From an optimization exercise on the open Yosys and OpenROAD flow, aimed at small area; shortcuts taken in it are not production practice. In this exercise RTL edits were held to simulation tests only and were not proved equivalent to the original. No activity file was given, so power comes from the tool's default toggle rates. No driver is modelled on the clock port, so clocking that relies on it looks cheaper here than on a real chip.

===== flow/config.mk =====
export PLATFORM = sky130hd
export DESIGN_NAME = tasks2do
export DESIGN_NICKNAME = tasks2do
export VERILOG_FILES = /design/flow/design.v
export SDC_FILE = /design/flow/constraint.sdc
export NUM_CORES = 4
export LEC_CHECK = 0
export CAP_MARGIN = 20
export CORE_MARGIN = 2
export CORE_UTILIZATION = 70
export SLEW_MARGIN = 20

===== flow/flow/area.abc =====
strash
dch
amap -m -F 2 -A 8
strash
dch
amap -m -F 2 -A 8
strash
dch
amap -m -F 2 -A 8
strash
dch
amap -m -F 2 -A 8
strash
dch
amap -m -F 2 -A 8
topo

===== flow/flow/run.sh =====
#!/bin/bash
# Layout: the standard flow (standard.sh) with these changes:
#  - synthesis maps the logic with the ABC script flow/area.abc (area-only
#    standard-cell mapping, repeated) instead of ORFS's speed script, and
#    leaves adders to that mapping instead of ORFS's half/full-adder cell
#    map (ADDER_MAP_FILE empty); the rest of the synthesis script is
#    unchanged, and it gives the same registers, by name and cell type;
#  - the port buffers are buf_1 cells;
#  - the clock tree uses clkbuf_16 cells on clusters of up to 28 flip-flops,
#    without dummy loads.
# The whole output goes to standard.log here; ORFS keeps each step's log
# under orfs/logs.
set -euo pipefail
here=$(pwd)
# the synthesis script: synth_recipe.tcl with ABC's script replaced
{
   head -n 1 synth_recipe.tcl
   echo "proc abc {args} { set i [lsearch \$args -script]; lset args [expr {\$i+1}] $here/flow/area.abc; yosys abc {*}\$args }"
   tail -n +2 synth_recipe.tcl
} > area_synth.tcl
sed "s|$here/synth_recipe.tcl|$here/area_synth.tcl|g" standard.sh > area_standard.sh
grep -q area_synth.tcl area_standard.sh
export ADDER_MAP_FILE=
export BUFFER_PORTS_ARGS="-buffer_cell sky130_fd_sc_hd__buf_1"
export CTS_ARGS="-sink_clustering_enable -repair_clock_nets -sink_clustering_size 28 -sink_clustering_max_diameter 100 -buf_list sky130_fd_sc_hd__clkbuf_16 -dont_use_dummy_load"
bash area_standard.sh > standard.log 2>&1

===== flow/constraint.sdc =====
create_clock -name core_clock -period 10.0 [get_ports {clk8}]
set_input_delay 2.0000 -clock core_clock [delete_from_list [all_inputs] [get_ports {clk8}]]
set_output_delay 2.0000 -clock core_clock [all_outputs]
set_load 0.01 [all_outputs]

===== flow/design.v =====
module init_lites (
   input             clk8,
   input             reset8,
   input             frame_busy,
   input      [3:0]  cmd_inst,
   input      [27:0] cmd_data,
   input      [7:0]  sizeplus1,
   output reg        init_done,
   output     [25:0] init_data,
   output reg        init_go
);
   localparam INITINIT  = 3'd0;
   localparam STARTINIT = 3'd1;
   localparam LOOPINIT  = 3'd2;
   localparam INCINIT   = 3'd3;
   localparam DONEINIT  = 3'd4;
   localparam ENDINIT   = 3'd5;
   localparam STARTINC  = 3'd6;   
   reg [2:0] initsm;
   reg [5:0] addr;
   assign init_data = {addr, 20'd0};
   always @(posedge clk8) begin
      if (reset8) begin
         init_done <= 1'b0;
         init_go   <= 1'b0;
         initsm    <= INITINIT;
      end else begin
         case (initsm)
            INITINIT: begin
               init_done <= 1'b0;
               init_go   <= 1'b0;
               initsm    <= STARTINIT;
            end
            STARTINIT, STARTINC: begin
               init_go <= 1'b1;
               initsm  <= frame_busy ? LOOPINIT : STARTINIT;
            end
            LOOPINIT: begin
               init_go <= 1'b0;
               if (!frame_busy && addr == 6'd24)
                  initsm <= DONEINIT;
               else if (!frame_busy)
                  initsm <= INCINIT;
            end
            INCINIT:
               initsm <= STARTINC;
            DONEINIT: begin
               init_done <= 1'b1;
               initsm    <= ENDINIT;
            end
            ENDINIT: begin
               init_done <= 1'b0;
               init_go   <= 1'b0;
               if (cmd_inst == 4'h0)
                  initsm <= INITINIT;
            end
            default:
               initsm <= INITINIT;
         endcase
      end
   end
   always @(posedge clk8) begin
      if (initsm == INITINIT)
         addr <= 6'd0;
      else if (initsm == STARTINC)
         addr <= addr + 6'd1;
   end
endmodule
module pause (
   input             clk8,
   input             reset8,
   input             ce1,
   input      [3:0]  cmd_inst,
   input      [27:0] cmd_data,
   output reg        pause_done
);
   localparam INIT  = 2'd0;
   localparam DELAY = 2'd1;
   localparam START = 2'd2;
   localparam DONE  = 2'd3;
   reg [1:0]  pausesm;
   reg        cnt5en;
   reg        cnt5done;
   reg [8:0]  cnt5ms;
   reg [7:0]  cnt_main;
   reg [11:0] random;
   wire       feedback = ~(random[10] ^ random[9]);
   always @(posedge clk8) begin
      if (reset8) begin
         pause_done   <= 1'b0;
         cnt5en       <= 1'b0;
         pausesm      <= INIT;
      end else begin
         case (pausesm)
            INIT: begin
               pause_done <= 1'b0;
               if (cmd_inst == 4'h1)
                  pausesm <= DELAY;
            end
            DELAY: begin
               if (cnt_main == 8'h00)
                  pausesm <= DONE;  
               else if (!cnt5done)
                  cnt5en <= 1'b1;
               else begin
                  cnt5en  <= 1'b0;
                  pausesm <= START;
               end
            end
            START:
               pausesm  <= DELAY;  
            DONE: begin
               pause_done <= 1'b1;
               pausesm    <= INIT;
            end
         endcase
      end
   end
   always @(posedge clk8) begin
      if (pausesm == INIT)
         cnt_main <= (cmd_data[27:20] == 8'h00) ? {2'b00, random[5:0]} : cmd_data[27:20];
      else if (pausesm == START)
         cnt_main <= cnt_main - 8'd1;
   end
   always @(posedge clk8) begin
      if (reset8) begin
         cnt5ms   <= 9'd0;
         cnt5done <= 1'b0;
      end else begin
         cnt5done <= ce1 && cnt5en && (cnt5ms == 9'h1FF);
         if (ce1 && cnt5en)
            cnt5ms <= cnt5ms + 9'd1;    
      end
   end
   always @(posedge clk8) begin
      if (reset8)
         random <= 12'h563;  
      else if (pausesm == INIT && cmd_inst == 4'h1 && cmd_data[27:20] == 8'h00)
         random <= {random[10:0], feedback};
   end
endmodule
module star_sw (
   input            clk8,
   input            ce1,
   input            reset8,
   input            psh_butt,
   output     [1:0] disp_addr,
   output           chng_disp
);
   localparam INIT   = 2'd0;
   localparam S_HI   = 2'd1;
   localparam S_CHNG = 2'd2;
   localparam S_LO   = 2'd3;
   reg [1:0]  mainsm;
   reg        cnt_en;
   reg [1:0]  addr;
   reg        done_cnt;
   reg [14:0] low_cnt;
   assign disp_addr = addr;
   assign chng_disp = (mainsm == S_LO) | (mainsm == INIT & cnt_en);
   reg [1:0] mainsm_nx;
   always @(*) begin
      case (mainsm)
         INIT:    mainsm_nx = psh_butt ? S_HI : INIT;
         S_HI:    mainsm_nx = psh_butt ? S_CHNG : INIT;
         S_CHNG:  mainsm_nx = S_LO;
         default: mainsm_nx = done_cnt ? INIT : S_LO;
      endcase
   end
   always @(posedge clk8) begin
      if (reset8) begin
         cnt_en <= 1'b0;
         addr   <= 2'b00;
         mainsm <= INIT;
      end else begin
         mainsm <= mainsm_nx;
         if (mainsm == INIT)
            cnt_en <= 1'b0;
         else if (mainsm == S_LO)
            cnt_en <= 1'b1;
         if (mainsm == S_CHNG)
            addr <= addr + 2'd1;
      end
   end
   always @(posedge clk8) begin
      if (reset8) begin
         low_cnt  <= 15'd0;
         done_cnt <= 1'b0;
      end else begin
         if (cnt_en && !psh_butt) begin
            if (ce1)
               low_cnt <= low_cnt + 15'd1;
         end else
            low_cnt <= 15'd0;
         done_cnt <= low_cnt[14];
      end
   end
endmodule
module chase (
   input            clk8,
   input            reset8,
   input      [3:0] cmd_inst,
   input     [27:0] cmd_data,
   input            prog_busy,
   input            fading,
   output     [5:0] offset,
   output     [7:0] neo_size,
   output     [7:0] sizeplus1,
   output           chase_done
);
   localparam [7:0] TOTAL_LITES  = 8'd24;
   localparam [7:0] TOTAL_MINUS1 = 8'd23;
   localparam INIT  = 3'd0;
   localparam JUMP  = 3'd1;
   localparam START = 3'd2;
   localparam DONE  = 3'd3;
   localparam INITD = 3'd4;   
   reg [2:0] chasesm;
   reg       cnt_up;
   reg       cnt_clear;
   reg       pb_dly;          
   reg [7:0] count;
   reg [7:0] step;
   wire cnt_en = (chasesm == DONE);
   assign offset     = count[5:0];
   assign sizeplus1  = TOTAL_LITES;
   assign neo_size   = TOTAL_MINUS1;
   assign chase_done = (chasesm == INITD);
   always @(posedge clk8) begin
      if (reset8)
         chasesm   <= INIT;
      else begin
         case (chasesm)
            INIT, INITD: begin
               chasesm   <= (cmd_inst == 4'h5) ? JUMP : INIT;
            end
            JUMP:    chasesm <= START;
            START:   chasesm <= DONE;
            DONE:    chasesm <= INITD;
            default: chasesm <= INIT;
         endcase
      end
   end
   always @(posedge clk8) begin
      if (chasesm == INIT || chasesm == INITD) begin
         step      <= cmd_data[27:20];
         cnt_up    <= cmd_data[12];
         cnt_clear <= cmd_data[13];
      end
   end
   always @(posedge clk8)
      pb_dly <= prog_busy;
   wire [7:0] size = (step == 8'h00) ? 8'h01 : step;
   wire [7:0] leap = count + size;
   wire [7:0] lm24 = leap - TOTAL_LITES;                   
   wire [8:0] diff = {1'b0, count} - {1'b0, size};         
   always @(posedge clk8) begin
      if (reset8 || prog_busy)
         count <= 8'h00;
      else if (cnt_en) begin
         if (cnt_clear || pb_dly)
            count <= 8'h00;
         else if (fading)
            count <= count;
         else if (cnt_up)
            count <= (leap > TOTAL_MINUS1) ? lm24 : leap;
         else
            count <= diff[8] ? 8'h00 - lm24 : diff[7:0];    
      end
   end
endmodule
module rainbow (
   input             clk8,
   input             reset8,
   input      [3:0]  cmd_inst,
   input      [27:0] cmd_data,
   input             prog_busy,
   output            rbow_en,
   output     [11:0] rbow_data,
   output            rbow_done
);
   localparam INIT  = 2'd0;
   localparam START = 2'd1;
   localparam DONE  = 2'd2;
   localparam INITD = 2'd3;   
   reg [1:0] rbowsm;
   reg       cnt_on;
   reg       main_en;
   reg [1:0] phase;
   reg [3:0] stp;
   wire cnt_en = (rbowsm == DONE);
   wire [3:0] up = stp;
   wire [3:0] dn = ~stp;
   wire [3:0] red_cnt = (phase == 2'd0) ? dn : (phase == 2'd2) ? up : 4'h0;
   wire [3:0] grn_cnt = (phase == 2'd0) ? up : (phase == 2'd1) ? dn : 4'h0;
   wire [3:0] blu_cnt = (phase == 2'd1) ? up : (phase == 2'd2) ? dn : 4'h0;
   assign rbow_en   = main_en;
   assign rbow_data = {blu_cnt, grn_cnt, red_cnt};
   assign rbow_done = (rbowsm == INITD);
   always @(posedge clk8) begin
      if (reset8) begin
         main_en   <= 1'b0;
         rbowsm    <= INIT;
      end else begin
         case (rbowsm)
            INIT, INITD: begin
               rbowsm <= (cmd_inst == 4'hB) ? START : INIT;
               if (prog_busy)
                  main_en <= 1'b0;
            end
            START: begin
               main_en <= cnt_on;
               rbowsm  <= DONE;
            end
            default:
               rbowsm <= INITD;
         endcase
      end
   end
   always @(posedge clk8) begin
      if (rbowsm == INIT || rbowsm == INITD)
         cnt_on <= cmd_data[12];
   end
   always @(posedge clk8) begin
      if (reset8 || !main_en || prog_busy) begin
         phase <= 2'd0;
         stp   <= 4'd0;
      end else if (cnt_en) begin
         if (stp == 4'd14) begin
            stp   <= 4'd0;
            phase <= (phase == 2'd2) ? 2'd0 : phase + 2'd1;
         end else
            stp <= stp + 4'd1;
      end
   end
endmodule
module fade (
   input             clk8,
   input             reset8,
   input      [3:0]  cmd_inst,
   input      [27:0] cmd_data,
   input             prog_busy,
   output reg        fading,
   output            fade_en,
   output     [7:0]  fade_data,
   output            fade_done
);
   localparam INIT  = 2'd0;
   localparam START = 2'd1;
   localparam DONE  = 2'd2;
   localparam INITD = 2'd3;   
   reg [1:0] fadesm;
   reg       cnt_on;
   reg       cnt_up;
   reg       cnt_updly;
   reg       main_en;
   reg [7:0] count;
   reg [1:0] cnt_by;
   reg [1:0] cnt_lolim;
   reg [1:0] cnt_uplim;
   reg [1:0] incr_c;      
   reg [1:0] min_c;       
   reg [1:0] up_c;        
   reg [1:0] maxup_c;     
   reg [1:0] lo_c;        
   reg [1:0] lel_c;       
   wire cnt_en = (fadesm == DONE);
   assign fade_done = (fadesm == INITD);
   assign fade_en   = main_en;
   assign fade_data = count;
   function [7:0] pow2;
      input [1:0] c;
      pow2 = 8'h01 << c;
   endfunction
   function [7:0] uplim_of;
      input [1:0] c;
      case (c)
         2'b00: uplim_of = 8'hC0;
         2'b01: uplim_of = 8'h80;
         2'b10: uplim_of = 8'h60;
         default: uplim_of = 8'h40;
      endcase
   endfunction
   function [7:0] lolim_of;
      input [1:0] c;
      case (c)
         2'b00: lolim_of = 8'h01;
         2'b01: lolim_of = 8'h04;
         2'b10: lolim_of = 8'h08;
         default: lolim_of = 8'h10;
      endcase
   endfunction
   wire [7:0] incr2    = pow2(incr_c);
   wire [7:0] cnt_min  = pow2(min_c);
   wire [7:0] cnt_max  = uplim_of(maxup_c) - cnt_min;
   wire [7:0] lolim    = lolim_of(lo_c);
   wire [7:0] loestlim = lolim_of(lel_c) - (fade_done ? cnt_min : incr2);
   always @(posedge clk8) begin
      if (reset8) begin
         main_en   <= 1'b0;
         fadesm    <= INIT;
      end else begin
         case (fadesm)
            INIT, INITD: begin
               fadesm    <= (cmd_inst == 4'h7) ? START : INIT;
               if (prog_busy)
                  main_en <= 1'b0;
            end
            START: begin
               main_en <= cnt_on;
               fadesm  <= DONE;
            end
            default:
               fadesm <= INITD;
         endcase
      end
   end
   always @(posedge clk8) begin
      if (fadesm == INIT || fadesm == INITD) begin
         cnt_on    <= cmd_data[12];
         cnt_by    <= cmd_data[21:20];
         cnt_uplim <= cmd_data[23:22];
         cnt_lolim <= cmd_data[25:24];
      end
   end
   always @(posedge clk8) begin
      if (reset8) begin
         count     <= 8'h00;
         cnt_up    <= 1'b1;
         cnt_updly <= 1'b1;
      end else begin
         cnt_updly <= cnt_up;
         if (!main_en || prog_busy || (incr_c != min_c)) begin
            count  <= 8'h00;
            cnt_up <= 1'b1;
         end else if (cnt_en) begin
            if (count >= cnt_max)
               cnt_up <= 1'b0;
            else if (count <= cnt_min || count <= lolim)
               cnt_up <= 1'b1;
            if (cnt_up)
               count <= count + incr2;
            else
               count <= count - incr2;
         end
      end
   end
   always @(posedge clk8) begin
      if (reset8)
         fading <= 1'b0;
      else
         fading <= !(!main_en || prog_busy || count == loestlim || (!cnt_updly && cnt_up));
   end
   always @(posedge clk8) begin
      if (reset8) begin
         up_c    <= 2'b00;
         incr_c  <= 2'b00;
         maxup_c <= 2'b00;
         min_c   <= 2'b00;
         lo_c    <= 2'b00;
      end else if (cnt_en) begin
         up_c    <= cnt_uplim;
         incr_c  <= cnt_by;
         maxup_c <= up_c;
         min_c   <= incr_c;
         lo_c    <= cnt_lolim;
      end
   end
   always @(posedge clk8) begin
      if (reset8)
         lel_c <= 2'b00;
      else if (fade_done)
         lel_c <= lo_c;
   end
endmodule
module set_lites (
   input             clk8,
   input             reset8,
   input             frame_busy,
   input      [3:0]  cmd_inst,
   input      [27:0] cmd_data,
   input      [5:0]  offset,
   input      [7:0]  sizeplus1,
   input             fade_en,
   input      [7:0]  fade_data,
   input             fading,
   input             rbow_en,
   input      [11:0] rbow_data,
   output            set_done,
   output     [25:0] set_data,
   output            set_go
);
   localparam S_INIT    = 4'd0;
   localparam S_START   = 4'd1;
   localparam S_ADDRLIM = 4'd2;
   localparam S_NUM     = 4'd3;
   localparam S_DLY1    = 4'd4;
   localparam S_COLOR   = 4'd5;
   localparam S_DLY2    = 4'd6;
   localparam S_SEL     = 4'd7;
   localparam S_GO1     = 4'd8;   
   localparam S_GO      = 4'd9;
   localparam S_WAIT1   = 4'd10;  
   localparam S_WAIT    = 4'd11;
   localparam S_END     = 4'd12;
   localparam S_INITD   = 4'd13;  
   localparam P_INIT  = 2'd0;
   localparam P_WE    = 2'd1;
   localparam P_PAUSE = 2'd2;
   localparam P_MEM   = 2'd3;
   reg [3:0]  setsm;
   reg [5:0]  addrsum;
   wire [6:0] addr_off = {1'b0, addrsum} + {1'b0, offset};
   reg [5:0]  rand_addr;
   reg [7:0]  briteness;
   reg [11:0] color_lat;
   reg        set_path;
   reg [11:0] color;
   reg        addr64;
   reg [11:0] random;
   wire       feedback = ~(random[10] ^ random[9]);
   reg [1:0]  palsm;
   reg [3:0]  pal_addr;
   reg [11:0] pal_color;
   reg        pal_done;
   reg [191:0] palette;
   wire go1 = (setsm == S_GO1);
   assign set_data[25:20] = addr64 ? rand_addr : addrsum;
   assign set_data[19:12] = fade_en ? fade_data : briteness;
   assign set_data[11:0]  = rbow_en ? rbow_data : (set_path ? color_lat : color);
   wire in_init = (setsm == S_INIT) | (setsm == S_INITD);
   assign set_go   = (setsm == S_GO) | (setsm == S_WAIT1);
   wire   col_done = (setsm == S_INITD);
   assign set_done = col_done | pal_done;
   always @(posedge clk8) begin
      if (reset8)
         setsm <= S_INIT;
      else begin
         case (setsm)
            S_INIT, S_INITD:
               setsm <= (cmd_inst == 4'h3 || cmd_inst == 4'h4) ? S_START : S_INIT;
            S_START:
               setsm <= S_ADDRLIM;
            S_ADDRLIM: begin
               if (!set_path && (color_lat[0] || addr64))
                  setsm <= S_NUM;
               else if (!set_path)
                  setsm <= S_SEL;
               else
                  setsm <= S_GO1;
            end
            S_NUM:   setsm <= S_DLY1;
            S_DLY1:  setsm <= S_COLOR;
            S_COLOR: setsm <= S_DLY2;
            S_DLY2:  setsm <= S_SEL;
            S_SEL:   setsm <= S_GO1;
            S_GO1, S_GO:
               setsm <= frame_busy ? S_WAIT1 : S_GO;
            S_WAIT1, S_WAIT:
               setsm <= frame_busy ? S_WAIT : S_END;
            S_END:   setsm <= S_INITD;
            default: setsm <= S_INIT;
         endcase
      end
   end
   always @(posedge clk8) begin
      if (in_init) begin
         addr64    <= cmd_data[26];
         briteness <= cmd_data[19:12];
         color_lat <= cmd_data[11:0];
         set_path  <= (cmd_inst == 4'h4);
      end
      if (in_init)
         addrsum <= cmd_data[25:20];
      else if (setsm == S_START)
         addrsum <= (addr_off >= 7'd24) ? addr_off[5:0] - 6'd24 : addr_off[5:0];
   end
   always @(posedge clk8) begin
      if (reset8)
         random <= 12'h563;
      else if (setsm == S_ADDRLIM && !set_path && (color_lat[0] || addr64) &&
               !(fade_en && fading))
         random <= {random[10:0], feedback};
   end
   always @(posedge clk8) begin
      if (reset8)
         color <= 12'd0;
      else if (setsm == S_COLOR && color_lat[0])
         color <= palette[random[3:0]*12 +: 12];
   end
   always @(posedge clk8) begin
      if (reset8)
         rand_addr <= 6'd0;
      else if (go1 && addr64 && !set_path) begin
         if (random[9:4] <= 6'd24)
            rand_addr <= random[9:4];
         else if (!random[6])
            rand_addr <= {3'b000, random[11:9]};
         else if (!random[5])
            rand_addr <= {3'b010, random[11:9]};
         else
            rand_addr <= {3'b001, random[11:9]};
      end
   end
   always @(posedge clk8) begin
      if (reset8) begin
         pal_done  <= 1'b0;
         palsm     <= P_INIT;
      end else begin
         case (palsm)
            P_INIT: begin
               pal_done  <= 1'b0;
               if (cmd_inst == 4'h9)
                  palsm <= P_WE;
            end
            P_WE:    palsm <= P_PAUSE;
            P_PAUSE: palsm <= P_MEM;
            P_MEM: begin
               pal_done <= 1'b1;
               palsm    <= P_INIT;
            end
         endcase
      end
   end
   always @(posedge clk8) begin
      if (palsm == P_INIT) begin
         pal_addr  <= cmd_data[23:20];
         pal_color <= cmd_data[11:0];
      end
   end
   localparam [191:0] PAL_INIT = {
      12'hF0C, 12'hF00, 12'h33F, 12'hCCC, 12'h0F0, 12'h0CF, 12'h03F, 12'h00F,
      12'hF0C, 12'hF00, 12'hCF0, 12'h3F0, 12'h0F0, 12'h0CF, 12'h03F, 12'h00F};
   genvar e;
   generate
      for (e = 0; e < 16; e = e + 1) begin : pal_entry
         wire        pal_ld = reset8 | (palsm == P_PAUSE && pal_addr == e);
         wire [11:0] pal_d  = reset8 ? PAL_INIT[e*12 +: 12] : pal_color;
         always @(posedge clk8)
            if (pal_ld)
               palette[e*12 +: 12] <= pal_d;
      end
   endgenerate
endmodule
module L2RnR2L(clk8,reset8,frame_busy,cmd_inst,cmd_data,neo_size,sizeplus1,
   l2r_data,l2r_done,l2r_go);
   input clk8;
   input reset8;
   input frame_busy;
   input [3:0] cmd_inst;
   input [27:0] cmd_data;
   input [7:0] neo_size;
   input [7:0] sizeplus1;
   output l2r_done;
   output [25:0] l2r_data;
   output l2r_go;
   localparam s_cmd   = 4'd0;   
   localparam s_start = 4'd1;
   localparam s_addr  = 4'd2;
   localparam s_lim   = 4'd3;
   localparam s_cmp   = 4'd4;
   localparam s_color = 4'd5;
   localparam s_go1   = 4'd6;   
   localparam s_go    = 4'd7;
   localparam s_busy1 = 4'd8;   
   localparam s_busy  = 4'd9;
   localparam s_done  = 4'd10;
   localparam s_cmd1  = 4'd11;  
   localparam i_init   = 4'd0;
   localparam i_start  = 4'd1;
   localparam i_addr   = 4'd2;
   localparam i_loop   = 4'd3;
   localparam i_iter   = 4'd4;
   localparam i_next1  = 4'd5;   
   localparam i_next   = 4'd6;
   localparam i_pause1 = 4'd7;   
   localparam i_pause  = 4'd8;   
   localparam i_init1  = 4'd9;   
   reg [3:0] mainsm;
   reg [2:0] num_lites;
   reg [7:0] brite;
   reg [4:0] address;
   reg [1:0] cmp;
   reg [3:0] iteraysm;
   reg [2:0] snap_lites;
   reg       snap_valid;
   reg [4:0] iteray;
   reg       iteray_up;
   reg [11:0] random;
   reg [2:0]  col_code;
   wire calc_lim  = (mainsm == s_cmp);
   wire sel_color = (mainsm == s_go1);
   wire calc_addr = (mainsm == s_cmd1);
   assign l2r_go   = (mainsm == s_go) | (mainsm == s_busy1);
   assign l2r_done = calc_addr;
   wire feedback = random[10] ~^ random[9];
   wire [4:0] inner_rite_lite = 5'd24 - {2'b00, snap_lites};
   wire [4:0] inner_rite_lim  = snap_valid ? (5'd23 - {2'b00, snap_lites}) : 5'd0;
   always @(posedge clk8) begin
      if (reset8)
         mainsm <= s_cmd;
      else
         case (mainsm)
            s_cmd, s_cmd1:
               mainsm <= (cmd_inst == 4'h6) ? s_start : s_cmd;
            s_start: mainsm <= s_addr;
            s_addr:  mainsm <= s_lim;
            s_lim:   mainsm <= s_cmp;
            s_cmp:   mainsm <= s_color;
            s_color: mainsm <= s_go1;
            s_go1, s_go:
               mainsm <= frame_busy ? s_busy1 : s_go;
            s_busy1, s_busy:
               mainsm <= frame_busy ? s_busy : s_done;
            s_done:  mainsm <= s_cmd1;
            default: mainsm <= s_cmd;
         endcase
   end
   always @(posedge clk8) begin
      if (mainsm == s_cmd || mainsm == s_cmd1) begin
         num_lites <= cmd_data[22:20];
         brite     <= cmd_data[19:12];
      end
   end
   always @(posedge clk8) begin
      if (reset8)
         address <= 5'b00000;
      else if (calc_addr)
         address <= (address == 5'd23) ? 5'b00000 : address + 1'b1;
   end
   wire [4:0] left_addr_hi = {2'b00, num_lites} + iteray;
   wire [4:0] rite_addr_lo = inner_rite_lim - iteray;
   wire [4:0] rite_addr_hi = 5'd23 - iteray;
   always @(posedge clk8) begin
      if (calc_lim)
         cmp <= {(address >= iteray) & (address <= left_addr_hi),
                 (address >= rite_addr_lo) & (address <= rite_addr_hi)};
   end
   wire iteray_en   = (iteraysm == i_next1);
   wire iteray_done = (iteraysm == i_pause) | (iteraysm == i_init1);
   always @(posedge clk8) begin
      if (reset8) begin
         snap_valid <= 1'b0;
         iteraysm   <= i_init;
      end else
         case (iteraysm)
            i_init, i_init1:
               iteraysm <= sel_color ? i_start : i_init;
            i_start: begin
               snap_valid <= 1'b1;
               iteraysm   <= i_addr;
            end
            i_addr:
               if (address[4:3] == 2'b01)
                  iteraysm <= i_loop;
            i_loop:
               iteraysm <= (iteray_up == 1'b0 && iteray == 5'b00000) ? i_pause1 : i_iter;
            i_iter:
               iteraysm <= i_next1;
            i_next1, i_next:
               iteraysm <= address[4] ? i_addr : i_next;
            i_pause1, i_pause:
               iteraysm <= (address == 5'd23 && calc_addr) ? i_init1 : i_pause;
            default:
               iteraysm <= i_init;
         endcase
   end
   always @(posedge clk8) begin
      if (iteraysm == i_start)
         snap_lites <= num_lites;
   end
   always @(posedge clk8) begin
      if (reset8) begin
         iteray    <= 5'b00000;
         iteray_up <= 1'b1;
      end else begin
         if (iteray_en && iteray == inner_rite_lite)
            iteray_up <= 1'b0;
         else if (iteray_done)
            iteray_up <= 1'b1;
         if (iteray_en) begin
            if (iteray_up && iteray < inner_rite_lite)
               iteray <= iteray + 1'b1;
            else
               iteray <= iteray - 1'b1;
         end
      end
   end
   always @(posedge clk8) begin
      if (reset8)
         random <= 12'h563;
      else if (calc_addr && address == 5'd15)
         random <= {random[10:0], feedback};
   end
   always @(posedge clk8) begin
      if (reset8)
         col_code <= 3'b000;
      else if (iteray_done)
         col_code <= {1'b1, random[11:10]};
   end
   reg [11:0] d_color;
   always @(*) begin
      case (cmp)
         2'b01:  
            casez (col_code)
               3'b0??:  d_color = 12'h0F0;
               3'b100, 3'b101: d_color = 12'h00F;
               3'b110:  d_color = 12'h80F;
               default: d_color = 12'h0F0;
            endcase
         2'b10:  
            casez (col_code)
               3'b0??:  d_color = 12'h00F;
               3'b100:  d_color = 12'h080;
               3'b110:  d_color = 12'h08F;
               default: d_color = 12'h800;
            endcase
         2'b11:  
            casez (col_code)
               3'b0??:  d_color = 12'h0FF;
               3'b100:  d_color = 12'h08F;
               3'b101:  d_color = 12'h80F;
               3'b110:  d_color = 12'h88F;
               default: d_color = 12'h8F0;
            endcase
         default: d_color = 12'h000;
      endcase
   end
   wire [7:0] briter = brite + {1'b0, brite[7:1]};
   assign l2r_data = {1'b0, address, (cmp == 2'b11) ? briter : brite, d_color};
endmodule
module tasks2do (
   input             clk8,
   input             reset8,
   input             ce1,
   input      [3:0]  cmd_inst,
   input      [27:0] cmd_data,
   input             timeout_done,
   input             prog_busy,
   input             frame_busy,
   input             neo_busy,
   input             disp_sel_n,
   output reg        frame_start,
   output reg [25:0] frame_data,
   output reg        shared_done,
   output     [7:0]  neo_size,
   output     [1:0]  disp_addr,
   output            chng_disp
);
   wire        init_done, init_go;
   wire [25:0] init_data;
   wire        set_done, set_go;
   wire [25:0] set_data;
   wire [5:0]  offset;
   wire        chase_done;
   wire        pause_done;
   wire        l2r_done, l2r_go;
   wire [25:0] l2r_data;
   wire        fading, fade_en, fade_done;
   wire [7:0]  fade_data;
   wire        rbow_en, rbow_done;
   wire [11:0] rbow_data;
   wire [7:0]  neo_size_int;
   wire [7:0]  sizeplus1;
   reg         f_start_int;
   reg  [1:0]  latch_sel;    
   wire dual_busy = frame_busy | neo_busy;
   wire psh_butt  = ~disp_sel_n;
   assign neo_size = neo_size_int;
   init_lites init_0 (
      .clk8(clk8), .reset8(reset8), .frame_busy(dual_busy),
      .cmd_inst(cmd_inst), .cmd_data(cmd_data), .sizeplus1(sizeplus1),
      .init_done(init_done), .init_data(init_data), .init_go(init_go));
   set_lites set_lites_0 (
      .clk8(clk8), .reset8(reset8), .frame_busy(dual_busy),
      .cmd_inst(cmd_inst), .cmd_data(cmd_data), .offset(offset),
      .sizeplus1(sizeplus1), .fade_en(fade_en), .fade_data(fade_data),
      .fading(fading), .rbow_en(rbow_en), .rbow_data(rbow_data),
      .set_done(set_done), .set_data(set_data), .set_go(set_go));
   chase chase_0 (
      .clk8(clk8), .reset8(reset8), .cmd_inst(cmd_inst), .cmd_data(cmd_data),
      .prog_busy(prog_busy), .fading(fading), .offset(offset),
      .neo_size(neo_size_int), .sizeplus1(sizeplus1), .chase_done(chase_done));
   pause pause_0 (
      .clk8(clk8), .reset8(reset8), .ce1(ce1), .cmd_inst(cmd_inst),
      .cmd_data(cmd_data), .pause_done(pause_done));
   L2RnR2L l2r_0 (
      .clk8(clk8), .reset8(reset8), .frame_busy(dual_busy),
      .cmd_inst(cmd_inst), .cmd_data(cmd_data), .neo_size(neo_size_int),
      .sizeplus1(sizeplus1), .l2r_done(l2r_done), .l2r_data(l2r_data),
      .l2r_go(l2r_go));
   fade fade_0 (
      .clk8(clk8), .reset8(reset8), .cmd_inst(cmd_inst), .cmd_data(cmd_data),
      .prog_busy(prog_busy), .fading(fading), .fade_en(fade_en),
      .fade_data(fade_data), .fade_done(fade_done));
   rainbow rainbow_0 (
      .clk8(clk8), .reset8(reset8), .cmd_inst(cmd_inst), .cmd_data(cmd_data),
      .prog_busy(prog_busy), .rbow_en(rbow_en), .rbow_data(rbow_data),
      .rbow_done(rbow_done));
   star_sw neo_sw_0 (
      .clk8(clk8), .ce1(ce1), .reset8(reset8), .psh_butt(psh_butt),
      .disp_addr(disp_addr), .chng_disp(chng_disp));
   always @(posedge clk8) begin
      if (reset8) begin
         f_start_int <= 1'b0;
         shared_done <= 1'b0;
         latch_sel   <= 2'd0;
      end else begin
         if (init_go || set_go || l2r_go) begin
            f_start_int <= 1'b1;
            latch_sel   <= (init_go & ~set_go & ~l2r_go) ? 2'd1 :
                           (set_go & ~init_go & ~l2r_go) ? 2'd2 :
                           (l2r_go & ~init_go & ~set_go) ? 2'd3 : 2'd0;
         end else if (init_done || set_done || chase_done || pause_done ||
                      l2r_done || fade_done || timeout_done || rbow_done) begin
            shared_done <= 1'b1;
            latch_sel   <= 2'd0;
         end else begin
            f_start_int <= 1'b0;
            shared_done <= 1'b0;
         end
      end
   end
   always @(posedge clk8) begin
      frame_start <= f_start_int;
      case (latch_sel)
         2'd1:    frame_data <= init_data;
         2'd2:    frame_data <= set_data;
         2'd3:    frame_data <= l2r_data;
         default: frame_data <= 26'd0;
      endcase
   end
endmodule

===== flow/standard.sh =====
#!/bin/bash
# synth_recipe.tcl (not shown) runs the flow's synth.tcl, then flattens the netlist and writes it again
# the make line also repeats each setting of config.mk as NAME=value (left out here)
make -C /OpenROAD-flow-scripts/flow DESIGN_CONFIG=/design/flow/config.mk WORK_HOME=/design/flow/orfs CLKGATE_MAP_FILE= SYNTH_SCRIPT=/design/flow/synth_recipe.tcl "${@:-finish}"

==> flow_summary.yaml, run 1 <==
run:
  cap_violations: 0
sta:
  fmaxAchievable_ghz: 0.243
  finalSetupTns_ns: 0
  timing.final.hold_violations: 0
  clock_skew_ns: 0.0455
  final.min_clock_period_ns: 4.11
  post-route-period-util: 0.411
  slew_violations: 0
  worst_slew_pin_slew_ns: 1.11
  slew_headroom: 0.255
  setup_viol: 0
  rsz0062_at_grt: "false"
worst_setup_path:
  required_ns: 10.17
  crit_path_end_kind: "flop"
  worstSetupStartpointType: "input pin"
  path_class: "in -> reg"
  crit_arrival_ns: 4.28
  critPathMaxFanout: 47
layout:
  nets: 2047
  drive_above_1_share: 0.0259
  synthToLayoutAreaGrowth_pct: 6.60
  fillCellCount: 1987
  fin_cells: 2390
global_routing:
  grt_pass1_wl_mm: 79.7
  grt_pass1_vias: 14800
  grtUsageTotal: 0.340
  grt_overflow: 0
  grt_antenna_before_repair: 1
  grt_max_degree: 86
yosys:
  ys.warnings.count: 9
  ys.flop_type: "edfxtp_1"
  yosysSeqAreaShare: 0.622
  netlist_area_mm2: 0.0201
  synth-edff-count: 278
  synthCells: 1922
  synth_seq_cells: 485
  syn_area_per_cell_um2: 10.5
  synthArstFlopShare: 0
  yosysUniqueCellTypes: 47
route:
  detail-route-antenna-nets: 0
  avgViaCountPerCell: 6.69
  dr.pass1.iters: 5
  drt-wirelength-per-cell_um: 21.8
  wl_met3_mm: 4.51
  topRoutingLayerUsed: "met4"
  wl_met2_mm: 24.8
  dr.first_iter.drc_count: 2004
  vias: 16000
  drt-met1-wl_mm: 20.1
  postRouteWirelength_mm: 52.0
  post-route-drc-count: 0
floorplanning:
  pin_count: 79
  core_mm2: 0.0285
  initial_core_util: 0.706
  die_x_um: 173
  rows: 62
  die-height_um: 173
  die_area_mm2: 0.0301
run_status:
  outcome: "no timing/DRC/antenna violations"
hold_path:
  worstHoldPathType: "reg -> reg"
clock_tree:
  htreeDepth: 1
  cts_hold_buf: 0
  cts_setup_buffers: 0
  cts_num_sinks: 485
  numCtsBuffers: 21
  insertion_delay_ns: 0.55
  cts_tree: "yes"
  cts_resized: 0
  clk_path_buf_depth: 3
  path_clk_slew_ns: 0.10
  cts_root_buf: "clkbuf_16"
power_and_ir_drop:
  vdd_drop_max_mv: 0.290
  power_density_mw_per_mm2: 211
  leakagePower_nw: 7.18
placement:
  gp_congestion: 0.945
  io_buffers: 70
  dpl.hpwl_mm: 36.7
  placed_cells: 2366
Yosys cell counts, types with 10 or more instances:
cell,n,area (µm²)
and3_1,17,106
a21oi_1,103,515
o21ai_0,155,776
nand3_1,12,60.1
a221oi_1,22,193
a22oi_1,88,661
clkinv_1,207,777
dfxtp_1,207,4140
nor2_1,263,987
nand2_1,87,327
o22ai_1,194,1210
a31oi_1,12,75.1
nor3_1,64,320
a211oi_1,17,128
a221o_1,13,130
nor4_1,10,62.6
buf_1,24,90.1
edfxtp_1,278,8350
o221ai_1,45,394
worst max-delay path: stages:
cell and delay, ns:
clkbuf_4 0.48, clkinv_1 0.59, buf_4 0.49, o21ai_1 0.67
worst paths after layout:
path | from | endpoint | slack, ns | cells after the start
worst max-delay path | reset8 | set_lites_0.palette[142]$_DFFE_PP_ | 5.89 | 4
worst min-delay path | f_start_int$_SDFFE_PP0P_ | frame_start$_DFF_P_ | 0.39 | 0
worst max register to register | chase_0.step[4]$_DFFE_PP_ | chase_0.count[4]$_SDFFE_PP0P_ | 6.10 | 21
worst min register to register | f_start_int$_SDFFE_PP0P_ | frame_start$_DFF_P_ | 0.39 | 0
layer usage:
| layer | global-route usage | vias up |
|---|---|---|
| met2 | 0.565 | 809 |
| met3 | 0.0493 | 142 |
| li1 | - | 7479 |
| met4 | 0.153 | 0 |
| met1 | 0.448 | 7557 |
| met5 | 0 | - |
flip-flops by register name, summed over array words and instances (netlist names), 8 cells and up:
signal,flops
set_lites_0.briteness,8
chase_0.count,8
l2r_0.brite,8
pause_0.cnt5ms,9
set_lites_0.random,12
pause_0.random,11
neo_sw_0.low_cnt,15
set_lites_0.palette,192
set_lites_0.color_lat,12
pause_0.cnt_main,8
chase_0.step,8
set_lites_0.color,12
fade_0.count,8
set_lites_0.pal_color,12
frame_data,26
l2r_0.random,12
cell usage in the layout (no fill, tap or decap), types with 7 or more instances in the layout:
master and count:
a211oi_1 17, a21oi_1 103, a221o_1 13, a221oi_1 22
a22oi_1 88, a31oi_1 12, and3_1 17, buf_1 69
buf_4 17, clkbuf_16 21, clkinv_1 206, conb_1 8
dfxtp_1 206, edfxtp_1 278, nand2_1 87, nand3_1 12
nand4_1 9, nor2_1 262, nor2b_1 8, nor3_1 64
nor4_1 10, o21a_1 9, o21ai_0 138, o21ai_1 9
o21ai_2 8, o221ai_1 45, o22a_1 7, o22ai_1 194
o32ai_1 9, or2_0 9
cell families (layout without fill, tap and decap cells):
kind of cell	after synthesis	after routing	synth area share
and+or+nand+nor	489	489	0.104
other	2	9	0.000374
DFF	485	485	0.622
xor gates and xnor gates	2	2	0.000872
AOI/OAI and AO/OA	705	705	0.227
buffers and inverters	239	316	0.0461
metrics by stage:
step / util / power [mW] / hold WS, ns / worst slack (ns) / area (µm²)
global placement: 0.732 / 3.54 / 0.386 / 5.46 / 20800
global route: 0.752 / 4.67 / 0.391 / 5.63 / 21400
CTS: 0.751 / 4.48 / 0.386 / 5.96 / 21400
detailed placement: 0.732 / 3.57 / 0.373 / 5.36 / 20800
floorplan: - / 3.17 / 0.333 / 4.75 / 20100
finish: 0.752 / 4.51 / 0.392 / 5.89 / 21400
cell type report:
type	instances	area, µm²	share of cell area
Clock buffer	21	526	0.0245
Timing Repair Buffer	88	402	0.0187
Sequential cell	485	12500	0.583
Antenna cell	1	2.50	0.000117
Tap cell	384	480	0.0224
Multi-Input combinational cell	1204	6740	0.315
Inverter	207	777	0.0363
power breakdown:
group	switching, mW	total (mW)	leakage (nW)	internal, mW
combinational	0.726	1.04	2.47	0.318
sequential	0.153	2.53	4.45	2.37
clock	0.565	0.944	0.259	0.379
==> run 2, diff against run 1 <==
--- a/flow/config.mk
+++ b/flow/config.mk
@@ -5,7 +5,7 @@
 export SDC_FILE = /design/flow/constraint.sdc
 export NUM_CORES = 4
 export LEC_CHECK = 0
-export CAP_MARGIN = 20
+export CAP_MARGIN = 10
 export CORE_MARGIN = 2
 export CORE_UTILIZATION = 70
-export SLEW_MARGIN = 20
+export SLEW_MARGIN = 10
==> run 2 against run 1 <==
Net effect: synthesized area did not move; cell count hardly changed; global-route usage did not move; cell area fell by 0.23%; non-clock buffer count down 2; synthesized cell count is the same; clock skew rose by 0.00098 ns; sequential cell count did not move; critical path type unchanged; critical endpoint is now set_lites_0.palette[68]$_SDFFCE_PP0P_.
==> flow_summary.yaml, run 2 <==
run_status:
  outcome: "no timing/DRC/antenna violations"
layout:
  final_core_util: 0.751
  largestRegisters: "set_lites_0.palette x192, frame_data x26, neo_sw_0.low_cnt x15"
  synthToLayoutAreaGrowth_pct: 6.35
  final_cell_mix: "edfxtp_1 (278), nor2_1 (262), clkinv_1 (206), dfxtp_1 (206), o22ai_1 (194)"
  largest_reg_flops: 192
  nets: 2045
  final_common_cell: "edfxtp_1"
  drive_above_1_share: 0.0210
  regMostFlops: "set_lites_0.palette"
  fin_cells: 2388
worst_setup_path:
  critPathMaxFanout: 47
  path_class: "in -> reg"
  worstSetupStartpointType: "input pin"
  crit_path_end_kind: "flop"
  crit_arrival_ns: 4.35
  required_ns: 10.16
sta:
  timing.final.hold_violations: 0
  post-route-period-util: 0.419
  finalSetupTns_ns: 0
  slew_headroom: 0.135
  slew_violations: 0
  clock_skew_ns: 0.0465
  fmaxAchievable_ghz: 0.239
  final.min_clock_period_ns: 4.19
  setup_viol: 0
  worst_slew_pin_slew_ns: 1.29
  rsz0062_at_grt: "false"
yosys:
  yosysSeqAreaShare: 0.622
  synth_top_area_share: 0.415
  synth_area_leaders: "edfxtp_1 (42%), dfxtp_1 (21%), o22ai_1 (6.0%)"
  synth-edff-count: 278
  synthCells: 1922
  synthMostInstantiatedCell: "edfxtp_1"
  syn_area_per_cell_um2: 10.5
  synth_seq_cells: 485
  yosysUniqueCellTypes: 47
  synth_common_cells: "edfxtp_1 (278), nor2_1 (263), clkinv_1 (207), dfxtp_1 (207), o22ai_1 (194)"
  synthArstFlopShare: 0
  ys.flop_type: "edfxtp_1"
  netlist_area_mm2: 0.0201
  yosys.area.top_type: "edfxtp_1"
  ys.warnings.count: 9
clock_tree:
  clk_path_buf_depth: 3
  path_clk_slew_ns: 0.10
  cts_resized: 0
  numCtsBuffers: 21
  cts_tree: "yes"
  cts_setup_buffers: 0
  cts_hold_buf: 0
  cts_num_sinks: 485
  cts_root_buf: "clkbuf_16"
  htreeDepth: 1
  insertion_delay_ns: 0.54
route:
  vias: 16000
  dr.first_iter.drc_count: 1946
  post-route-drc-count: 0
  detail-route-antenna-nets: 0
  postRouteWirelength_mm: 52.0
  avgViaCountPerCell: 6.69
  dr.pass1.iters: 5
  drt-wirelength-per-cell_um: 21.8
power_and_ir_drop:
  leakagePower_nw: 7.16
  power_density_mw_per_mm2: 211
  vdd_drop_max_mv: 0.288
global_routing:
  grt_overflow: 0
  grt_pass1_vias: 14800
  grt_max_degree: 86
  grt_pass1_wl_mm: 79.7
  grt_antenna_before_repair: 1
  grtUsageTotal: 0.340
placement:
  gp_congestion: 0.945
  dpl.hpwl_mm: 36.7
  placed_cells: 2366
  io_buffers: 70
floorplanning:
  core_mm2: 0.0285
  pin_count: 79
  initial_core_util: 0.706
  die-height_um: 173
  rows: 62
  die_area_mm2: 0.0301
  die_x_um: 173
hold_path:
  worstHoldPathType: "reg -> reg"
run:
  cap_violations: 0
==> run 2: cell counts after synthesis <==
No cell type changed its count.
==> run 2: area by class of cell <==
type	count	area (µm²)
flip-flops and latches	485	12500
inverters	207	777
fillers	1991	7100
multi-input cells	1204	6710
clock buffers	21	526
diodes	1	2.50
well taps	384	480
repair buffers	86	387
==> run 2: worst paths after layout <==
kind,slack (ns),startpoint,end,depth (start not counted)
worst min-delay path,0.39,f_start_int$_SDFFE_PP0P_,frame_start$_DFF_P_,0
worst max register to register,6.09,chase_0.step[4]$_DFFE_PP_,chase_0.count[4]$_SDFFE_PP0P_,21
worst min register to register,0.39,f_start_int$_SDFFE_PP0P_,frame_start$_DFF_P_,0
worst max-delay path,5.81,reset8,set_lites_0.palette[68]$_SDFFCE_PP0P_,4
==> run 2: worst max-delay path, cell delays in order <==
cell and delay [ns]:
clkbuf_4 0.48, clkinv_1 0.60, buf_4 0.48, o21ai_1 0.75
==> run 2: per-stage QoR <==
stage / power [mW] / setup slack [ns] / instance area (µm²) / hold slack, ns
finish: 4.51 / 5.81 / 21400 / 0.391
global route: 4.67 / 5.63 / 21400 / 0.391
CTS: 4.48 / 5.96 / 21400 / 0.386
detailed placement: 3.57 / 5.36 / 20800 / 0.373
global placement: 3.54 / 5.46 / 20800 / 0.386
floorplan: 3.17 / 4.75 / 20100 / 0.333
==> run 2: kinds of logic (layout without fill, tap and decap cells) <==
group                     count (synthesis)  after routing  synth area share
AOI/OAI and AO/OA                       705            705             0.227
and+or+nand+nor                         489            489             0.104
DFF                                     485            485             0.622
buffers and inverters                   239            314            0.0461
other                                     2              9          0.000374
xor gates and xnor gates                  2              2          0.000872
==> run 2: per-layer routing <==
metal	track usage	vias up	part of all wire
li1	-	7470	-
met1	0.448	7525	0.39
met2	0.565	817	0.47
met5	0	-	0
met4	0.153	0	0.052
met3	0.0493	156	0.085
==> run 2: report_power, final <==
part           leakage, nW  internal (mW)  switching, mW
registers             4.45           2.37          0.153
clock network        0.259          0.379          0.563
logic                 2.45          0.317          0.721
==> run 3, diff against run 2 <==
--- a/flow/flow/run.sh
+++ b/flow/flow/run.sh
@@ -22,5 +22,5 @@
 grep -q area_synth.tcl area_standard.sh
 export ADDER_MAP_FILE=
 export BUFFER_PORTS_ARGS="-buffer_cell sky130_fd_sc_hd__buf_1"
-export CTS_ARGS="-sink_clustering_enable -repair_clock_nets -sink_clustering_size 28 -sink_clustering_max_diameter 100 -buf_list sky130_fd_sc_hd__clkbuf_16 -dont_use_dummy_load"
+export CTS_ARGS="-sink_clustering_enable -repair_clock_nets -sink_clustering_size 32 -sink_clustering_max_diameter 100 -buf_list sky130_fd_sc_hd__clkbuf_16 -dont_use_dummy_load"
 bash area_standard.sh > standard.log 2>&1
--- a/flow/config.mk
+++ b/flow/config.mk
@@ -5,7 +5,7 @@
 export SDC_FILE = /design/flow/constraint.sdc
 export NUM_CORES = 4
 export LEC_CHECK = 0
-export CAP_MARGIN = 10
+export CAP_MARGIN = 20
 export CORE_MARGIN = 2
 export CORE_UTILIZATION = 70
-export SLEW_MARGIN = 10
+export SLEW_MARGIN = 20
==> run 3 against run 2 <==
Net effect: still clean on timing, DRC and antenna; non-clock buffer count is 2 higher; core utilization hardly changed; routed wire length is 0.38% lower; sequential share of layout area hardly changed; first-iteration DRC count is 4.9% higher; register-to-register slack better by 0.03 ns; power is 1.0% lower; sequential power hardly changed; largest cell class unchanged.
==> flow_summary.yaml, run 3 <==
layout:
  final_common_cell: "edfxtp_1"
  drive_above_1_share: 0.0250
  final_cell_mix: "edfxtp_1 (278), nor2_1 (262), clkinv_1 (206), dfxtp_1 (206), o22ai_1 (194)"
  multi_input_area_mm2: 0.00674
  synthToLayoutAreaGrowth_pct: 6.34
  area.sequential_mm2: 0.0125
  nets: 2045
  largest_reg_flops: 192
  fillCellCount: 2007
  largestRegisters: "set_lites_0.palette x192, frame_data x26, neo_sw_0.low_cnt x15"
  regMostFlops: "set_lites_0.palette"
floorplanning:
  rows: 62
  die_area_mm2: 0.0301
  die_x_um: 173
  die-height_um: 173
  initial_core_util: 0.706
  pin_count: 79
  core_mm2: 0.0285
yosys:
  synth-adder-area-share: 0
  synthSimpleGateAreaFrac: 0.104
  yosys-mux-area-fraction: 0
  yosys.area.top_type: "edfxtp_1"
  yosysSeqAreaShare: 0.622
  yosysUniqueCellTypes: 47
  syn_area_per_cell_um2: 10.5
  synth_top_area_share: 0.415
  netlist_area_mm2: 0.0201
  synthCells: 1922
  synthArstFlopShare: 0
  synth_area_leaders: "edfxtp_1 (42%), dfxtp_1 (21%), o22ai_1 (6.0%)"
  ys.warnings.count: 9
  synth-edff-count: 278
  ys.flop_type: "edfxtp_1"
  synth_common_cells: "edfxtp_1 (278), nor2_1 (263), clkinv_1 (207), dfxtp_1 (207), o22ai_1 (194)"
  synth_top_family_by_area: "compound AO/OA/AOI/OAI gates"
  synthMostInstantiatedCell: "edfxtp_1"
  synth_seq_cells: 485
  synth_compound_area_frac: 0.227
  synth_xor_area_frac: 0.000872
worst_setup_path:
  crit_path_end_kind: "flop"
  path_class: "in -> reg"
  r2r_start: "chase_0.step[4]$_DFFE_PP_"
  startpoint: "reset8"
  path_cells: "clkbuf_4, clkinv_1, buf_4, o21ai_1"
  critPathBufInv: 3
  crit_family: "buffers and inverters"
  slowest_stage: "o21ai_1"
  required_ns: 10.17
  cp_slowest_stage_delay_ns: 0.69
  worstSetupStartpointType: "input pin"
  crit_arrival_ns: 4.29
  critPathMaxFanout: 47
route:
  wl_met3_mm: 4.43
  drt-wirelength-per-cell_um: 21.7
  detail-route-antenna-nets: 0
  vias: 15900
  wl_met2_mm: 24.8
  drt-met1-wl_mm: 20.1
  avgViaCountPerCell: 6.67
  dr.first_iter.drc_count: 2041
  topRoutingLayerUsed: "met4"
  post-route-drc-count: 0
  dr.pass1.iters: 6
  postRouteWirelength_mm: 51.8
power_and_ir_drop:
  p_int_mw: 3.04
  vdd_drop_max_mv: 0.289
  leakagePower_nw: 7.15
  p_sw_mw: 1.42
  p_comb_frac: 0.233
  switching_share: 0.319
  power_density_mw_per_mm2: 209
  p_clk_frac: 0.201
  seqPwrFrac: 0.566
run:
  cap_violations: 0
sta:
  setup_viol: 0
  fmaxAchievable_ghz: 0.243
  timing.final.hold_violations: 0
  slew_headroom: 0.236
  rsz0062_at_grt: "false"
  final.min_clock_period_ns: 4.12
  post-route-period-util: 0.412
  worst_slew_pin_slew_ns: 1.14
  holdWs_ns: 0.421
  finalSetupTns_ns: 0
  fin_ws_ns: 5.88
  slew_violations: 0
  clock_skew_ns: 0.0677
global_routing:
  grt_overflow: 0
  grt_pass1_wl_mm: 79.4
  grt_antenna_before_repair: 1
  grtUsageTotal: 0.339
  grt_max_degree: 86
  grt_pass1_vias: 14700
clock_tree:
  path_clk_slew_ns: 0.12
  insertion_delay_ns: 0.53
  clk_path_buf_depth: 3
  cts_hold_buf: 0
  cts_tree: "yes"
  htreeDepth: 1
  cts_num_sinks: 485
  numCtsBuffers: 19
  cts_resized: 0
  cts_root_buf: "clkbuf_16"
  cts_setup_buffers: 0
hold_path:
  worstHoldPathType: "reg -> reg"
  hp-start: "f_start_int$_SDFFE_PP0P_"
placement:
  gp_congestion: 0.945
  dpl.hpwl_mm: 36.7
  dp_slack_ns: 5.36
  io_buffers: 70
run_status:
  outcome: "no timing/DRC/antenna violations"
[run 3: cell counts after synthesis]
No cell type changed its count.
[run 3: logic make-up (layout without fill, tap and decap cells)]
kind of cell / Yosys count / count (layout)
buffers and inverters: 239 / 314
other: 2 / 9
AND/OR/NAND/NOR: 489 / 489
AO/OA/AOI/OAI: 705 / 705
flip-flops: 485 / 485
XOR/XNOR: 2 / 2
[run 3: per-layer routing]
layer,vias up,track usage
met5,-,0
met4,0,0.150
met3,126,0.0498
met2,776,0.562
met1,7545,0.449
li1,7479,-
[run 3: final timing paths]
check	slack, ns	end	depth (start not counted)
setup / recovery	5.88	set_lites_0.palette[142]$_DFFE_PP_	4
hold / removal	0.42	frame_start$_DFF_P_	0
setup reg to reg	6.12	chase_0.count[4]$_SDFFE_PP0P_	21
hold reg to reg	0.42	frame_start$_DFF_P_	0
[run 3: power by group through the flow]
| stage | clock (mW) | sequential, mW | combinational (mW) |
|---|---|---|---|
| finish | 0.897 | 2.53 | 1.04 |
| detailed placement | 0 | 2.56 | 1.01 |
| CTS | 0.903 | 2.52 | 1.01 |
| floorplan | 0 | 2.53 | 0.638 |
| global placement | 0 | 2.55 | 0.984 |
| global route | 0.968 | 2.54 | 1.11 |
[run 3: layout make-up]
cell class,count,share of cell area
sequential,485,0.585
timing repair buffer,88,0.0187
tap,384,0.0225
clock buffer,19,0.0222
inverter,207,0.0364
antenna,1,0.000117
multi-input combinational,1204,0.316
[run 3: through the flow]
step                       util  power (mW)  std cells  cell area (µm²)
after CTS                 0.749        4.44       2385            21300
after floorplan               -        3.17       1928            20100
after detailed placement  0.732        3.57       2366            20800
final                     0.751        4.46       2388            21400
after global routing      0.751        4.62       2387            21400
after global placement    0.732        3.54       2366            20800
[run 3: worst register-to-register path: stages, from the launching register on]
cell and delay [ns]:
edfxtp_1 0.48, nor3_1 0.25, a31oi_1 0.17, nor2_1 0.19, clkinv_1 0.11, o22ai_1 0.20, nand2_1 0.10, o21ai_0 0.12
clkinv_1 0.13, nor2_1 0.17, o22ai_1 0.13, o22ai_1 0.21, nand2_1 0.10, o21ai_0 0.12, a21oi_1 0.11, nor3_1 0.40
clkinv_1 0.23, o21ai_0 0.19, o22a_1 0.15, nor2_1 0.04, a21oi_1 0.11, nor2_1 0.05
==> run 4, diff against run 3 <==
--- a/flow/flow/run.sh
+++ b/flow/flow/run.sh
@@ -6,7 +6,7 @@
 #    map (ADDER_MAP_FILE empty); the rest of the synthesis script is
 #    unchanged, and it gives the same registers, by name and cell type;
 #  - the port buffers are buf_1 cells;
-#  - the clock tree uses clkbuf_16 cells on clusters of up to 28 flip-flops,
+#  - the clock tree uses clkbuf_16 cells on clusters of up to 32 flip-flops,
 #    without dummy loads.
 # The whole output goes to standard.log here; ORFS keeps each step's log
 # under orfs/logs.
--- a/flow/config.mk
+++ b/flow/config.mk
@@ -5,7 +5,8 @@
 export SDC_FILE = /design/flow/constraint.sdc
 export NUM_CORES = 4
 export LEC_CHECK = 0
-export CAP_MARGIN = 20
+export CAP_MARGIN = 10
 export CORE_MARGIN = 2
 export CORE_UTILIZATION = 70
-export SLEW_MARGIN = 20
+export GPL_TIMING_DRIVEN = 0
+export SLEW_MARGIN = 10
==> run 4 against run 3 <==
Net effect: global-route usage fell by 1.1 points; clock-buffer cell count unchanged; non-clock buffer count grew 36; clock skew decreased by 0.0028 ns; cell count up 1.5%; synthesized area unchanged; highest routed layer unchanged; combinational power decreased by 5%; critical path depth rose by 18.
==> flow_summary.yaml, run 4 <==
sta:
  fmaxAchievable_ghz: 0.248
  fin_ws_ns: 5.96
  slew_headroom: 0.206
  clock_skew_ns: 0.0649
  rsz0062_at_grt: "false"
  post-route-period-util: 0.404
  timing.final.hold_violations: 0
  slew_violations: 0
  setup_viol: 0
  worst_slew_pin_slew_ns: 1.19
  final.min_clock_period_ns: 4.04
  holdWs_ns: 0.370
worst_setup_path:
  cp_slowest_stage_delay_ns: 0.46
  critPathMaxFanout: 8
  worstSetupStartpointType: "flop"
  path_cells: "nor3_1, a31oi_1, nor2_1, o22ai_1, nand2_1, o21ai_0, nand2_1, o21ai_0, nand2_1, o21ai_0, a22oi_1, o21ai_0, o21ai_0, nand2_1, o21ai_0, clkinv_1, nor3_1, a21oi_1, o32a_1, nor2_1, a21oi_1, nor2_1"
  crit_arrival_ns: 4.51
  path_common_cell: "o21ai_0"
  crit_family: "compound AO/OA/AOI/OAI gates"
  crit_path_end_kind: "flop"
  required_ns: 10.48
  slowest_stage: "edfxtp_1"
  path_class: "reg -> reg"
  critPathBufInv: 1
route:
  postRouteWirelength_mm: 49.9
  dr.pass1.iters: 6
  post-route-drc-count: 0
  vias: 16100
  avgViaCountPerCell: 6.63
  detail-route-antenna-nets: 0
  dr.first_iter.drc_count: 2050
  drt-wirelength-per-cell_um: 20.6
placement:
  io_buffers: 70
  gp_congestion: 0.926
  dp_slack_ns: 5.73
  dpl.hpwl_mm: 34.7
yosys:
  yosysSeqAreaShare: 0.622
  netlist_area_mm2: 0.0201
  yosysUniqueCellTypes: 47
  synthCells: 1922
  synth-edff-count: 278
  synthMostInstantiatedCell: "edfxtp_1"
  synth_top_area_share: 0.415
  yosys.area.top_type: "edfxtp_1"
  synth_area_leaders: "edfxtp_1 (42%), dfxtp_1 (21%), o22ai_1 (6.0%)"
  ys.warnings.count: 9
  synthArstFlopShare: 0
  ys.flop_type: "edfxtp_1"
  syn_area_per_cell_um2: 10.5
  synth_common_cells: "edfxtp_1 (278), nor2_1 (263), clkinv_1 (207), dfxtp_1 (207), o22ai_1 (194)"
  synth_seq_cells: 485
layout:
  drive_above_1_share: 0.0363
  largest_reg_flops: 192
  largestRegisters: "set_lites_0.palette x192, frame_data x26, neo_sw_0.low_cnt x15"
  final_cell_mix: "edfxtp_1 (278), nor2_1 (261), dfxtp_1 (205)"
  nets: 2081
  diodes: 0
  final_common_cell: "edfxtp_1"
  synthToLayoutAreaGrowth_pct: 8.26
  regMostFlops: "set_lites_0.palette"
clock_tree:
  cts_root_buf: "clkbuf_16"
  cts_num_sinks: 485
  insertion_delay_ns: 0.54
  cts_hold_buf: 0
  htreeDepth: 1
  cts_tree: "yes"
  cts_resized: 0
  cts_setup_buffers: 0
  numCtsBuffers: 19
  path_clk_slew_ns: 0.12
  clk_path_buf_depth: 3
floorplanning:
  die_x_um: 173
  pin_count: 79
  initial_core_util: 0.706
  die-height_um: 173
  rows: 62
  core_mm2: 0.0285
  die_area_mm2: 0.0301
power_and_ir_drop:
  power_density_mw_per_mm2: 203
  vdd_drop_max_mv: 0.172
  leakagePower_nw: 7.31
global_routing:
  grt_antenna_before_repair: 0
  grtUsageTotal: 0.328
  grt_pass1_wl_mm: 78.3
  grt_pass1_vias: 14800
  grt_max_degree: 99
  grt_overflow: 0
run:
  cap_violations: 0
hold_path:
  worstHoldPathType: "reg -> reg"
run_status:
  outcome: "no timing/DRC/antenna violations"
[run 4: per-stage QoR]
stage                      util  cell area [µm²]  setup TNS [ns]  power, mW  std cells
final                     0.764            21800               0       4.42       2423
after global routing      0.764            21800               0       4.58       2423
after CTS                 0.764            21800               0       4.40       2423
after detailed placement  0.747            21300               0       3.53       2404
after global placement    0.733            20900         -587.57       3.47       2382
after floorplan               -            20100               0       3.17       1928
[run 4: cell type report]
| cell class | instances | area (µm²) |
|---|---|---|
| multi-input cells | 1204 | 6770 |
| clock buffers | 19 | 475 |
| flip-flops and latches | 485 | 12500 |
| plain buffers | 32 | 150 |
| well taps | 384 | 480 |
| repair buffers | 92 | 598 |
| inverters | 207 | 785 |
| fillers | 1917 | 6710 |
[run 4: power breakdown]
part	total, mW	switching [mW]	internal, mW
sequential	2.53	0.158	2.38
combinational	0.984	0.665	0.318
clock	0.899	0.554	0.345
[run 4: path summary, 6_finish.rpt]
check,start,to,slack (ns),depth (start not counted)
hold / removal,f_start_int$_SDFFE_PP0P_,frame_start$_DFF_P_,0.37,0
setup reg to reg,chase_0.step[4]$_DFFE_PP_,chase_0.count[6]$_SDFFE_PP0P_,5.96,22
setup / recovery,chase_0.step[4]$_DFFE_PP_,chase_0.count[6]$_SDFFE_PP0P_,5.96,22
hold reg to reg,f_start_int$_SDFFE_PP0P_,frame_start$_DFF_P_,0.37,0
[run 4: layer usage]
metal,share of wire,up-vias,GRT usage
met3,0.081,144,0.0353
met1,0.40,7571,0.445
met5,0,-,0
met4,0.039,0,0.116
met2,0.48,810,0.557
li1,-,7546,-
[run 4: cells by family after synthesis]
| group | share of synthesized area |
|---|---|
| simple gates | 0.104 |
| compound gates | 0.227 |
| buf+inv | 0.0461 |
| flops | 0.622 |
| other cells | 0.000374 |
| xor+xnor | 0.000872 |
[run 4: worst reg2reg max path: cells and delay by family, from the launching register on]
kind,cells,cell delay (ns)
AND/OR/NAND/NOR,9,1.28
AO/OA/AOI/OAI,12,1.85
flip-flops,1,0.46
buffers and inverters,1,0.37
==> run 5, diff against run 4 <==
--- a/flow/config.mk
+++ b/flow/config.mk
@@ -8,5 +8,4 @@
 export CAP_MARGIN = 10
 export CORE_MARGIN = 2
 export CORE_UTILIZATION = 70
-export GPL_TIMING_DRIVEN = 0
 export SLEW_MARGIN = 10
==> run 5 against run 4 <==
Net effect: largest power group unchanged; sequential power about the same; via count down 1.4%; largest cell class unchanged; critical path depth down 18; still clean on timing, DRC and antenna; non-clock buffer count down 38; maximum frequency down 2.0%; first-iteration DRC count up 0.59%.
==> flow_summary.yaml, run 5 <==
run_status:
  outcome: "no timing/DRC/antenna violations"
yosys:
  syn_area_per_cell_um2: 10.5
  yosysUniqueCellTypes: 47
  synth_area_leaders: "edfxtp_1 (42%), dfxtp_1 (21%), o22ai_1 (6.0%)"
  ys.flop_type: "edfxtp_1"
  synth_seq_cells: 485
  synthMostInstantiatedCell: "edfxtp_1"
  synthArstFlopShare: 0
  yosysSeqAreaShare: 0.622
  synth-edff-count: 278
  netlist_area_mm2: 0.0201
  ys.warnings.count: 9
  synth_top_area_share: 0.415
  synthCells: 1922
  synth_common_cells: "edfxtp_1 (278), nor2_1 (263), clkinv_1 (207), dfxtp_1 (207), o22ai_1 (194)"
  yosys.area.top_type: "edfxtp_1"
layout:
  nets: 2043
  final_cell_mix: "edfxtp_1 (278), nor2_1 (262), clkinv_1 (206), dfxtp_1 (206), o22ai_1 (194)"
  regMostFlops: "set_lites_0.palette"
  largest_reg_flops: 192
  diodes: 0
  final_common_cell: "edfxtp_1"
  largestRegisters: "set_lites_0.palette x192, frame_data x26, neo_sw_0.low_cnt x15"
  drive_above_1_share: 0.0200
  final_area_mm2: 0.0213
  synthToLayoutAreaGrowth_pct: 6.09
  fillCellCount: 2014
worst_setup_path:
  crit_path_end_kind: "flop"
  crit_arrival_ns: 4.29
  slowest_stage: "o21ai_1"
  path_class: "in -> reg"
  path_cells: "clkbuf_4, clkinv_1, buf_4, o21ai_1"
  required_ns: 10.17
  critPathMaxFanout: 47
  worstSetupStartpointType: "input pin"
  rrSetupSlack_ns: 6.10
  cp_slowest_stage_delay_ns: 0.74
global_routing:
  grt_antenna_before_repair: 1
  grt_pass1_wl_mm: 79.4
  grt_overflow: 0
  grtUsageTotal: 0.339
  grt_pass1_vias: 14700
  grt_max_degree: 86
floorplanning:
  initial_core_util: 0.706
  die_area_mm2: 0.0301
  die-height_um: 173
  rows: 62
  core_mm2: 0.0285
  die_x_um: 173
  pin_count: 79
clock_tree:
  cts_root_buf: "clkbuf_16"
  cts_hold_buf: 0
  numCtsBuffers: 19
  htreeDepth: 1
  cts_tree: "yes"
  cts_num_sinks: 485
  cts_setup_buffers: 0
  clk_path_buf_depth: 3
  path_clk_slew_ns: 0.12
  insertion_delay_ns: 0.53
  cts_resized: 0
placement:
  placed_area_mm2: 0.0208
  gp_congestion: 0.945
  io_buffers: 70
  dp_slack_ns: 5.36
  dpl.hpwl_mm: 36.7
route:
  vias: 15800
  avgViaCountPerCell: 6.64
  postRouteWirelength_mm: 52.0
  dr.first_iter.drc_count: 2062
  drt-wirelength-per-cell_um: 21.8
  post-route-drc-count: 0
  detail-route-antenna-nets: 0
  dr.pass1.iters: 6
sta:
  clock_skew_ns: 0.0674
  worst_slew_pin_slew_ns: 1.26
  timing.final.hold_violations: 0
  fin_ws_ns: 5.88
  rsz0062_at_grt: "false"
  setup_viol: 0
  finalSetupTns_ns: 0
  slew_headroom: 0.156
  final.min_clock_period_ns: 4.12
  post-route-period-util: 0.412
  slew_violations: 0
  fmaxAchievable_ghz: 0.243
hold_path:
  worstHoldPathType: "reg -> reg"
power_and_ir_drop:
  leakagePower_nw: 7.13
  p_clk_frac: 0.202
  vdd_drop_max_mv: 0.290
  switching_share: 0.321
  p_sw_mw: 1.43
  p_comb_frac: 0.233
  power_density_mw_per_mm2: 210
  seqPwrFrac: 0.565
  p_int_mw: 3.04
run:
  cap_violations: 0
==> run 5: worst paths after layout <==
check	to	startpoint	depth (start not counted)
setup / recovery	set_lites_0.palette[71]$_SDFFCE_PP1P_	reset8	4
hold / removal	frame_start$_DFF_P_	f_start_int$_SDFFE_PP0P_	0
setup reg to reg	chase_0.count[4]$_SDFFE_PP0P_	chase_0.step[4]$_DFFE_PP_	21
hold reg to reg	frame_start$_DFF_P_	f_start_int$_SDFFE_PP0P_	0
==> run 5: kinds of logic after synthesis <==
family / synth area share
AO/OA/AOI/OAI: 0.227
AND/OR/NAND/NOR: 0.104
flip-flops: 0.622
buffers and inverters: 0.0461
XOR/XNOR: 0.000872
other: 0.000374
==> run 5: layout make-up <==
class	count	area (µm²)	area share
repair buffers	86	387	0.0181
well taps	384	480	0.0225
clock buffers	19	475	0.0223
flip-flops and latches	485	12500	0.586
multi-input cells	1204	6710	0.315
inverters	207	777	0.0364
==> run 5: metal layers <==
metal | GRT usage | vias up | wire length [µm] | part of all wire
li1 | - | 7463 | - | -
met3 | 0.0498 | 134 | 4320 | 0.083
met1 | 0.449 | 7478 | 20400 | 0.39
met2 | 0.562 | 763 | 24700 | 0.48
met4 | 0.150 | 0 | 2590 | 0.050
met5 | 0 | - | 0 | 0
==> run 5: power by group through the flow <==
stage	sequential, mW	combinational [mW]	clock (mW)
after global placement	2.55	0.984	0
after detailed placement	2.56	1.01	0
after CTS	2.52	1.01	0.903
final	2.53	1.04	0.902
after floorplan	2.53	0.638	0
after global routing	2.54	1.11	0.968
==> run 5: critical path, delay by kind of cell <==
family / cells / cell delay [ns]
buffers and inverters: 3 / 1.51
AOI/OAI and AO/OA: 1 / 0.74
==> run 5: stage by stage <==
stage	instances	total power, mW	util	hold slack [ns]
CTS	2385	4.44	0.749	0.407
detailed placement	2366	3.57	0.732	0.373
global route	2385	4.62	0.749	0.405
finish	2385	4.47	0.749	0.416
global placement	2366	3.54	0.732	0.386
floorplan	1928	3.17	-	0.333

static timing again, ports no longer ideal:
No port has a modelled driver above. Below, the same layouts with a new extraction and two added sets of constraints.
Step 1 sets driving cells, clkbuf_16 on the clock port and buf_2 on the other inputs (assumed; they add their load-dependent delay and slew).
Step 2, shift: input delay + t, output delay - t, t = (earliest + latest rising clock arrival at the registers) / 2. This alone moves slack from input paths to output paths.
Three values: ideal, step 1, step 2; two values: the first two.
| run | t, ns | setup WS [ns] | hold slack, ns | latest minus earliest clock arrival (ns) | cell pins on the clock port's net |
|---|---|---|---|---|---|
| run 1 | 0.578 | 5.888 / 5.881 / 5.303 | 0.392 / 0.392 / 0.392 | 0.054 / 0.054 | 1 |
| run 2 | 0.576 | 5.815 / 5.808 / 5.232 | 0.391 / 0.391 / 0.391 | 0.055 / 0.055 | 1 |
| run 3 | 0.559 | 5.882 / 5.875 / 5.315 | 0.421 / 0.421 / 0.421 | 0.087 / 0.087 | 1 |
| run 4 | 0.563 | 5.963 / 5.963 / 5.700 | 0.370 / 0.370 / 0.370 | 0.072 / 0.072 | 1 |
| run 5 | 0.562 | 5.882 / 5.878 / 5.316 | 0.416 / 0.416 / 0.416 | 0.088 / 0.088 | 1 |
After both steps every run listed still meets setup and hold. For run 1, which loses most, drivers alone change the setup slack by -0.007 ns; drivers and shift together by -0.585 ns.
